What follows belongs to an exercise in optimizing a design on an open flow for small area, a short achievable clock period and few clock cycles; a production flow would make more cautious choices. Where RTL was checked, it was by simulation tests only, not by an equivalence proof against the original. No activity file was given, so power comes from the tool's default toggle rates.

Setup of run A:
==> flow/design.v (excerpt) <==
module JAM (
input CLK,
input RST,
output reg [2:0] W,
output reg [2:0] J,
input [6:0] Cost,
output reg [3:0] MatchCount,
output reg [9:0] MinCost,
output reg Valid );
For scale: roughly 7,000 cells after synthesis, ~1,500 flip-flops, roughly 30 I/O pins.
make LEC_CHECK=0 ABC_AREA=1 CAP_MARGIN=20 CORE_MARGIN=2 CORE_UTILIZATION=40 SETUP_SLACK_MARGIN=2.6 SLEW_MARGIN=20 TNS_END_PERCENT=100 finish   # period 5.0 ns
run.sh (not shown) runs the stock make flow with config.mk's settings and CLKGATE_MAP_FILE= SYNTH_SCRIPT=/design/flow/synth_recipe.tcl, a recipe that flattens the netlist after the stock synthesis.
Run A ran to completion and came out clean on the timing, DRC and antenna checks.
### run A -> run B
- changing SETUP_SLACK_MARGIN from 2.6 to 2.9
Findings:
Run B against run A: cell count picked up an extra 0.69%; post-route clock period utilization grew by 0.28 points; combinational share of power went up by 1.8 points.
The inputs of run C differ from those of run B as listed below.
- swapping 2.9 for 2.5 in SETUP_SLACK_MARGIN
Findings:
Run C leaves less setup margin than run B. Timing, DRC, antenna: 0 failures across run C and run B. Run C ended up with a higher sequential fraction of total cell area than run B did. In run C the multi-input logic area turned out about 4.4% lower than in run B. Against run B, run C comes in 1 higher on number of antenna violations at the first check in global routing. The diode insertion count for antenna repair of run C falls short of that of run B by 2.
No functional check of the RTL was part of any run of this note.


JAM, a different RTL version from the one above (not shown whole).
For scale: roughly 1500 flip-flops, about 30 I/O pins.
==> flow/design.v (excerpt) <==
module JAM (
input CLK,
input RST,
output reg [2:0] W,
output reg [2:0] J,
input [6:0] Cost,
output reg [3:0] MatchCount,
output reg [9:0] MinCost,
output reg Valid );
Settings: LEC_CHECK=0, CAP_MARGIN=20, CORE_MARGIN=2, CORE_UTILIZATION=40, SETUP_SLACK_MARGIN=2.5, SLEW_MARGIN=20, TNS_END_PERCENT=100; clock period 5.0 ns.
Testbench counts at the start, summed over its fixed seeds: cycles 5,392.
Edit:
--- a/flow/config.mk
+++ b/flow/config.mk
@@ -11 +11,3 @@
-export SETUP_SLACK_MARGIN = 2.5
+export CTS_CLUSTER_DIAMETER = 100
+export CTS_CLUSTER_SIZE = 30
+export SETUP_SLACK_MARGIN = 3.0
After rerunning:
- hold slack is about the same
- die area is unchanged
- wire length goes up by 6.7%


lane 1:
Another version of the RTL of JAM (not shown whole).
Size: roughly 7,100 cells after synthesis, ~30 I/O pins, ~64,000 sq um of cells after synthesis.
make LEC_CHECK=0 ABC_AREA=1 CAP_MARGIN=20 CORE_MARGIN=2 CORE_UTILIZATION=40 CTS_CLUSTER_DIAMETER=150 CTS_CLUSTER_SIZE=25 PLACE_DENSITY=0.65 SETUP_SLACK_MARGIN=2.8 SLEW_MARGIN=20 TNS_END_PERCENT=100 finish   # period 5.0 ns
Testbench counts of lane 1, summed over its fixed seeds: cycles 5,392.
Here is what was changed in the inputs of lane 2 compared with lane 1.
- CORE_UTILIZATION: 40 -> 50
- PLACE_DENSITY: 0.65 -> 0.7
[summary]
The final clock period utilization by the worst path was comparable across lane 1 and lane 2.
On shortest period the worst path allows, lane 1 and lane 2 are basically level.
Changes observed in lane 2 relative to lane 1: placed instance count has decreased; design area saw a decrease; clock network fraction of design power shows a reduction of 0.2 points; half-perimeter wire length after placement went down by 3.5%; total power shows a reduction of 1.2%.
On first-iteration DRC count, the higher figure sits with lane 2, not lane 1.
Lane 2 vs. lane 1: combinational power comparable; final worst setup slack comparable; clock-buffer cell count -3.
The following lists how lane 3 was set up differently from lane 2:
- changing CORE_UTILIZATION from 50 to 40
- changing SETUP_SLACK_MARGIN from 2.8 to 2.9
==> comparison <==
- Lane 3 reached the final stage; the timing, DRC and antenna checks on its layout passed.
- Going from lane 2 to lane 3, share of cell area taken by flip-flops and latches dropped 1.1 points; met2 routing resource usage after global routing now smaller; relative contribution of combinational cells to total power climbed 1.2 points.
- Of lane 3 and lane 2, the run reporting the higher fraction of power spent switching nets was lane 3.
- Relative to lane 2, cell area after layout increased by about 3% in lane 3.
- Critical path depth is lower on lane 3
The following lists how lane 4 was set up differently from lane 3:
- a change of SETUP_SLACK_MARGIN from 2.9 to 2.75
Results
Fraction of area in multi-input gates, lane 3 and lane 4, higher one = lane 3.
Fraction of final layout cells with drive strength greater than 1: lane 4 vs lane 3 down 3.6 points
Between lane 3 and lane 4, proportion of power drawn by the clock network increased.
Of lane 4 and lane 3, it is lane 4 that has the lower clock power.
Lane 3 reports its top layer used by detailed routing as met4 while lane 4 reports met5.
Summary of lane 4 over lane 3: instance count after placement with tap cells included closely matched the old numbers, design area shows a reduction of about 2.2%, overall routed net length lower.
On setup total negative slack, lane 4 tracks lane 3 almost exactly.
Lane 4 against lane 3: placed wire-length estimate saw a decrease, post-cts resize count saw a decrease, sequential share of layout area saw an increase.
Input-level comparison between lane 5 and lane 4:
- CTS_CLUSTER_DIAMETER: 150 -> unset
- CTS_CLUSTER_SIZE: 25 -> unset
- SETUP_SLACK_MARGIN: 2.75 -> 2.7
Results
- Depth of the critical timing path with buffers and inverters included down 8 in lane 5 wrt lane 4
- Lane 5 reports a higher synthesis-to-layout area growth than lane 4 does.
- Reported leakage power, lane 5 vs lane 4: up by a few percent
- Lane 5 vs. lane 4: sequential share of layout area went down by 1.9 points.
- On clock buffer count in the final layout: between lane 5 and lane 4, it ends up lower for lane 4.
- Diff lane 5 and lane 4: share of the core filled with cells in the final layout lower in lane 4
- Looking at lane 5 and lane 4, the number of instances in the synthesized netlist is a wash.
- Side by side, final critical-path setup slack turned out lower in lane 5 than in lane 4.
- Share of final layout cell area taken by clock buffers and inverters (higher): lane 5


Setup of job 9818:
JAM again, from the RTL that the note above started with.
==> flow/config.mk <==
export PLATFORM = sky130hd
export DESIGN_NAME = JAM
export DESIGN_NICKNAME = JAM
export VERILOG_FILES = /design/flow/design.v
export SDC_FILE = /design/flow/constraint.sdc
export NUM_CORES = 4
export LEC_CHECK = 0
export ABC_AREA = 1
export CAP_MARGIN = 20
export CORE_MARGIN = 2
export CORE_UTILIZATION = 40
export PLACE_DENSITY = 0.7
export SETUP_SLACK_MARGIN = 2.9
export SLEW_MARGIN = 20
export TNS_END_PERCENT = 100
==> flow/constraint.sdc <==
create_clock -name core_clock -period 5.0 [get_ports {CLK}]
set_input_delay 1.0000 -clock core_clock [delete_from_list [all_inputs] [get_ports {CLK}]]
set_output_delay 1.0000 -clock core_clock [all_outputs]
set_load 0.01 [all_outputs]
Testbench counts of job 9818, summed over its fixed seeds: cycles 5,392.
[inputs] job 446 vs job 9818
diff --git a/flow/config.mk b/flow/config.mk
--- a/flow/config.mk
+++ b/flow/config.mk
@@ -11,0 +12,2 @@
+export CTS_CLUSTER_DIAMETER = 150
+export CTS_CLUSTER_SIZE = 20
@@ -13 +15 @@
-export SETUP_SLACK_MARGIN = 2.9
+export SETUP_SLACK_MARGIN = 2.8
Notes after the runs:
- Of job 446 and job 9818, it is job 446 that has the lower clock power.
- On met2 capacity usage during global routing, the lower figure sits with job 446, not job 9818.
- Synthesis-to-finish area growth: job 446 vs job 9818 down 6.0 points
- Job 446 ended with less final instance area than job 9818.
Edits applied to the flow inputs when going from job 446 to job 6364:
diff --git a/flow/config.mk b/flow/config.mk
--- a/flow/config.mk
+++ b/flow/config.mk
@@ -12,4 +12 @@
-export CTS_CLUSTER_DIAMETER = 150
-export CTS_CLUSTER_SIZE = 20
-export PLACE_DENSITY = 0.7
-export SETUP_SLACK_MARGIN = 2.8
+export SETUP_SLACK_MARGIN = 2.7
Findings:
- Of the two values seen for start-to-end type of the worst setup path, flop to flop was produced by job 6364 and flop to output pin by job 446.
- The proportion of power drawn by combinational gates reported for job 6364 is smaller than that of job 446 by 5.2 points.
- Diff job 446 and job 6364: critical path depth lower in job 446
- [compare] base=job 446 new=job 6364: number of clock buffers in the layout increased about 110%; number of pins exceeding their max-slew limit in the final report flat.
- Number of logic inverters in the finished layout: job 446 vs job 6364 — no meaningful difference
- For the transition time at the pin with the least slew margin, job 6364 came in 0.19 ns higher than job 446 did.
- Going from job 446 to job 6364, sequential share of cell area shrank by 1.5 points; clock slew seen by the registers of the worst setup and hold paths lower; internal power grew by about 14%; minimum period implied by the final worst setup slack increased 0.079 ns.
## Diff of input files: job 9783 against job 6364
diff --git a/flow/config.mk b/flow/config.mk
--- a/flow/config.mk
+++ b/flow/config.mk
@@ -12 +12,5 @@
-export SETUP_SLACK_MARGIN = 2.7
+export CTS_CLUSTER_DIAMETER = 150
+export CTS_CLUSTER_SIZE = 25
+export GPL_ROUTABILITY_DRIVEN = 0
+export PLACE_DENSITY = 0.7
+export SETUP_SLACK_MARGIN = 2.8
Combined area of the multi-input logic cells on job 9783 is up relative to job 6364.
Relative to job 6364, portion of the clock cycle consumed by the worst path in the final layout has gone down in job 9783.
In job 9783 relative to job 6364, final area had gone down by a few percent.
Register share of the cell area (lower): job 6364
R6_5[1] as the source of the critical timing path was reported by job 6364, and BU3_012_1[2] by job 9783.
For job 5905, these inputs were changed with respect to job 9783:
diff --git a/flow/config.mk b/flow/config.mk
--- a/flow/config.mk
+++ b/flow/config.mk
@@ -11,4 +11 @@
-export CORE_UTILIZATION = 40
-export CTS_CLUSTER_DIAMETER = 150
-export CTS_CLUSTER_SIZE = 25
-export GPL_ROUTABILITY_DRIVEN = 0
+export CORE_UTILIZATION = 60
Notes after the runs:
Against job 9783, job 5905 reports a global-route wire length before repair that is higher.
Overall routing resource usage in job 5905 vs job 9783: up 10 points
[job 5905 vs job 9783] post-route met1 wirelength: higher in job 5905


## job 3083
JAM again, from the RTL that the note above started with.
export LEC_CHECK = 0
export ABC_AREA = 1
export CAP_MARGIN = 20
export CORE_MARGIN = 2
export CORE_UTILIZATION = 40
export PLACE_DENSITY = 0.75
export SETUP_SLACK_MARGIN = 2.8
export SLEW_MARGIN = 20
export TNS_END_PERCENT = 100
create_clock -name core_clock -period 5.0 [get_ports {CLK}]
Job 3083 finished every stage and its layout cleared the timing, DRC and antenna checks.
Testbench counts of job 3083, summed over its fixed seeds: cycles 5,392.
Edits applied to the flow inputs when going from job 3083 to job 1276:
Settings: a change of PLACE_DENSITY from 0.75 to 0.7; an added CTS_CLUSTER_SIZE of 25; an added CTS_CLUSTER_DIAMETER of 150.
--- outcome ---
Taking job 3083 as the reference, in job 1276 number of setup buffers added after CTS lost 4; non-clock buffer count picked up an extra 14%.
The core of job 1276 is less densely filled than that of job 3083.
Compared with job 3083, in job 1276 placed cell area held steady, sequential share of layout area shows an increase of 1.8 points.
Relative to job 3083, part of the total power dissipated in the clock network decreased by 9.7 points in job 1276.
Between job 1276 and job 3083, the sequential power does not differ in any meaningful way.
met3 track demand over resource in global routing ends up higher on job 3083.
Between job 1276 and job 3083, it is job 1276 whose number of detailed-route iterations in the first pass is higher, by 1.
Minimum setup slack in the final design delta for job 1276 relative to job 3083: 0.082 ns higher
### job 1276 -> job 1364
Settings: CTS_CLUSTER_SIZE now 10, was 25; CTS_CLUSTER_DIAMETER now 60, was 150.
[summary]
Final area in job 1364 is about 4.3% higher than in job 1276. Taking job 1276 as the reference, in job 1364 footprint of the multi-input gates roughly the same; total length of routed met2 wires higher; via count higher.
Edits applied to the flow inputs when going from job 1364 to job 1715:
Settings: changing CTS_CLUSTER_DIAMETER from 60 to 150; changing CTS_CLUSTER_SIZE from 10 to 28.
--- outcome ---
Job 1715 ended up with W[0] as its last element of the critical path; job 1364 ended up with Valid.
Diff job 1715..job 1364 | number of multi-input combinational cells in the layout | unchanged
Higher post-layout worst setup margin among job 1364 and job 1715: job 1715
Delta (job 1715 minus job 1364): non-clock buffer count now sits higher; area of all placed cells without fillers decreased by about 4.6% relative to the old numbers.
[inputs] job 5317 vs job 1715
Settings: a change of CTS_CLUSTER_SIZE from 28 to 25; a change of CTS_CLUSTER_DIAMETER from 150 to 100.
==> results.txt <==
Portion of the layout cell area used by non-clock buffers essentially unchanged between job 5317 and job 1715. Buffer count from post-CTS setup fixing sits higher in job 5317 than in job 1715. Delta (job 5317 minus job 1715): least setup slack across all paths after layout rose 0.016 ns, total design power has increased.
[inputs] job 7447 vs job 5317
Settings: removing CTS_CLUSTER_SIZE (formerly 25); removing CTS_CLUSTER_DIAMETER (formerly 100).
[summary]
As of job 7447, count of instances resized after the clock tree is built had risen slightly compared to job 5317.
Job 7447 vs job 5317 on filler cell count: job 7447 is the lower one.
Summary of job 7447 over job 5317: routing usage on met1 went up 0.20 points, non-clock buffer total of the final layout went down 13.
Switching power summed over all nets went up by a few percent going from job 5317 to job 7447.


## v43
Another version of the RTL of JAM (not shown whole).
Size: about 7,000 cells after synthesis, about 30 I/O pins, ~63,000 um^2 of cells after synthesis.
Design JAM, start of the top module:
module JAM (
input CLK,
input RST,
output reg [2:0] W,
output reg [2:0] J,
input [6:0] Cost,
output reg [3:0] MatchCount,
output reg [9:0] MinCost,
output reg Valid );
make LEC_CHECK=0 ABC_AREA=1 CAP_MARGIN=0 CORE_MARGIN=2 CORE_UTILIZATION=40 SETUP_SLACK_MARGIN=2.7 SLEW_MARGIN=0 TNS_END_PERCENT=100 finish   # period 5.0 ns
[inputs] v24 vs v43
Settings: SLEW_MARGIN now 20, was 0; CAP_MARGIN now 20, was 0; SETUP_SLACK_MARGIN now 2.8, was 2.7; PLACE_DENSITY now 0.7, previously not set.
Findings:
Across v43 and v24, none had a timing, DRC or antenna violation. v24 ends up with a final critical delay including setup and external delays that is 0.045 ns lower than in v43. The sequential power share of v24 falls short of that of v43 by 1.0 points. Status: wire length of the first global-routing pass parity (v24, v43). Between v43 and v24, the number of CTS-inserted buffers does not differ in any meaningful way. Diff v43 -> v24: fmax went up; endpoint required time on the critical path went down; sequential standard cell area did not really move. Power: v24 draws more than v43. v24 ended with less count of clock buffers in the final design than v43. Run comparison: v43 critical path's slowest cell sky130_fd_sc_hd__nor2_1; v24 critical path's slowest cell sky130_fd_sc_hd__dfxtp_4.
Input changes introduced in v45 (baseline for comparison: v24):
Settings: SETUP_SLACK_MARGIN changed from 2.8 to 2.7.
==> comparison <==
- v45 finished every step from synthesis to the final layout, and the layout passed the timing, DRC and antenna checks.
- Summary of v45 over v24: power per standard cell area did not really move; wire length of the first global-routing pass went down; worst hold slack did not really move.
- Portion of total power attributed to combinational logic (higher): v24
No run of this note included a check of the RTL's function; only the layout flow was run.


RTL: one of the versions met above, not the one the previous note started from.
Size in the first run: roughly 7000 cells after synthesis, roughly 1500 flip-flops, about 30 I/O pins, about 0.064 mm2 of cells after synthesis.
Settings: LEC_CHECK=0, ABC_AREA=1, CAP_MARGIN=20, CORE_MARGIN=2, CORE_UTILIZATION=40, SETUP_SLACK_MARGIN=3.2, SLEW_MARGIN=20, TNS_END_PERCENT=100; clock period 5.0 ns.
The first run finished with timing, DRC and antenna clean.
Then changed:
SETUP_SLACK_MARGIN = 2.7   (was 3.2)
What happened:
- The changed run finished with timing, DRC and antenna clean
- core utilization fell by 7.3 points
- wire length fell by a little under a tenth
- die area is unchanged
- sequential power came out lower by a few percent
No run of this note included a check of the RTL's function; only the layout flow was run.

-- static timing again, ports no longer ideal --
The flow's constraints put no driver on any port. The routed layouts listed below were extracted and timed again, unchanged, in two steps. Step 1 (the two cells are an assumption about what drives the block):
set clk [get_ports {CLK}]
set_driving_cell -lib_cell sky130_fd_sc_hd__clkbuf_16 $clk
set_driving_cell -lib_cell sky130_fd_sc_hd__buf_2 [delete_from_list [all_inputs] $clk]
Step 2 times the ports against the registers' clock, not the clock port: input delays grow and output delays shrink by t, the midpoint of the rising clock arrivals with the driver on. a / b / c = no drivers / after step 1 / after step 2; a / b = the first two.
| run | t, ns | setup WS [ns] | latest minus earliest clock arrival (ns) |
|---|---|---|---|
| run A | 0.847 | 2.645 / 2.571 / 2.526 | 0.033 / 0.032 |
| run B | 0.851 | 2.631 / 2.558 / 2.577 | 0.037 / 0.037 |
| run C | 0.851 | 2.552 / 2.478 / 2.523 | 0.035 / 0.035 |
| the first run of note 2 | 0.857 | 2.556 / 2.477 / 2.229 | 0.043 / 0.043 |
| the second run of note 2 | 0.786 | 2.593 / 2.593 / 2.497 | 0.047 / 0.046 |
| lane 1 | 0.783 | 2.821 / 2.744 / 2.385 | 0.037 / 0.036 |
| lane 2 | 0.747 | 2.820 / 2.767 / 2.650 | 0.034 / 0.034 |
| lane 3 | 0.780 | 2.794 / 2.716 / 2.301 | 0.048 / 0.049 |
| lane 4 | 0.769 | 2.764 / 2.739 / 2.619 | 0.036 / 0.036 |
| lane 5 | 0.857 | 2.744 / 2.671 / 2.584 | 0.055 / 0.055 |
| job 9818 | 0.853 | 2.730 / 2.652 / 2.299 | 0.036 / 0.037 |
| job 446 | 0.788 | 2.819 / 2.740 / 2.587 | 0.049 / 0.049 |
| job 6364 | 0.861 | 2.740 / 2.671 / 2.546 | 0.041 / 0.042 |
| job 9783 | 0.771 | 2.758 / 2.746 / 2.477 | 0.034 / 0.034 |
| job 5905 | 0.840 | 2.742 / 2.662 / 2.577 | 0.040 / 0.040 |
| job 3083 | 0.855 | 2.750 / 2.671 / 2.604 | 0.046 / 0.046 |
| job 1276 | 0.769 | 2.832 / 2.751 / 2.622 | 0.034 / 0.034 |
| job 1364 | 0.863 | 2.739 / 2.663 / 2.605 | 0.039 / 0.039 |
| job 1715 | 0.787 | 2.808 / 2.730 / 2.629 | 0.064 / 0.064 |
| job 5317 | 0.778 | 2.824 / 2.751 / 2.607 | 0.040 / 0.040 |
| job 7447 | 0.858 | 2.751 / 2.676 / 2.615 | 0.055 / 0.056 |
| v43 | 0.842 | 2.674 / 2.674 / 2.370 | 0.027 / 0.028 |
| v24 | 0.839 | 2.719 / 2.641 / 2.412 | 0.027 / 0.027 |
| v45 | 0.843 | 2.723 / 2.644 / 2.404 | 0.027 / 0.027 |
| the first run of note 7 | 0.865 | 2.619 / 2.544 / 2.566 | 0.037 / 0.038 |
| the second run of note 7 | 0.847 | 2.648 / 2.575 / 2.541 | 0.034 / 0.034 |
After both steps setup and hold are still met in every run listed. For lane 3, which loses most, drivers alone change the setup slack by -0.078 ns; drivers and shift together by -0.493 ns. Setup slack includes reset recovery checks.
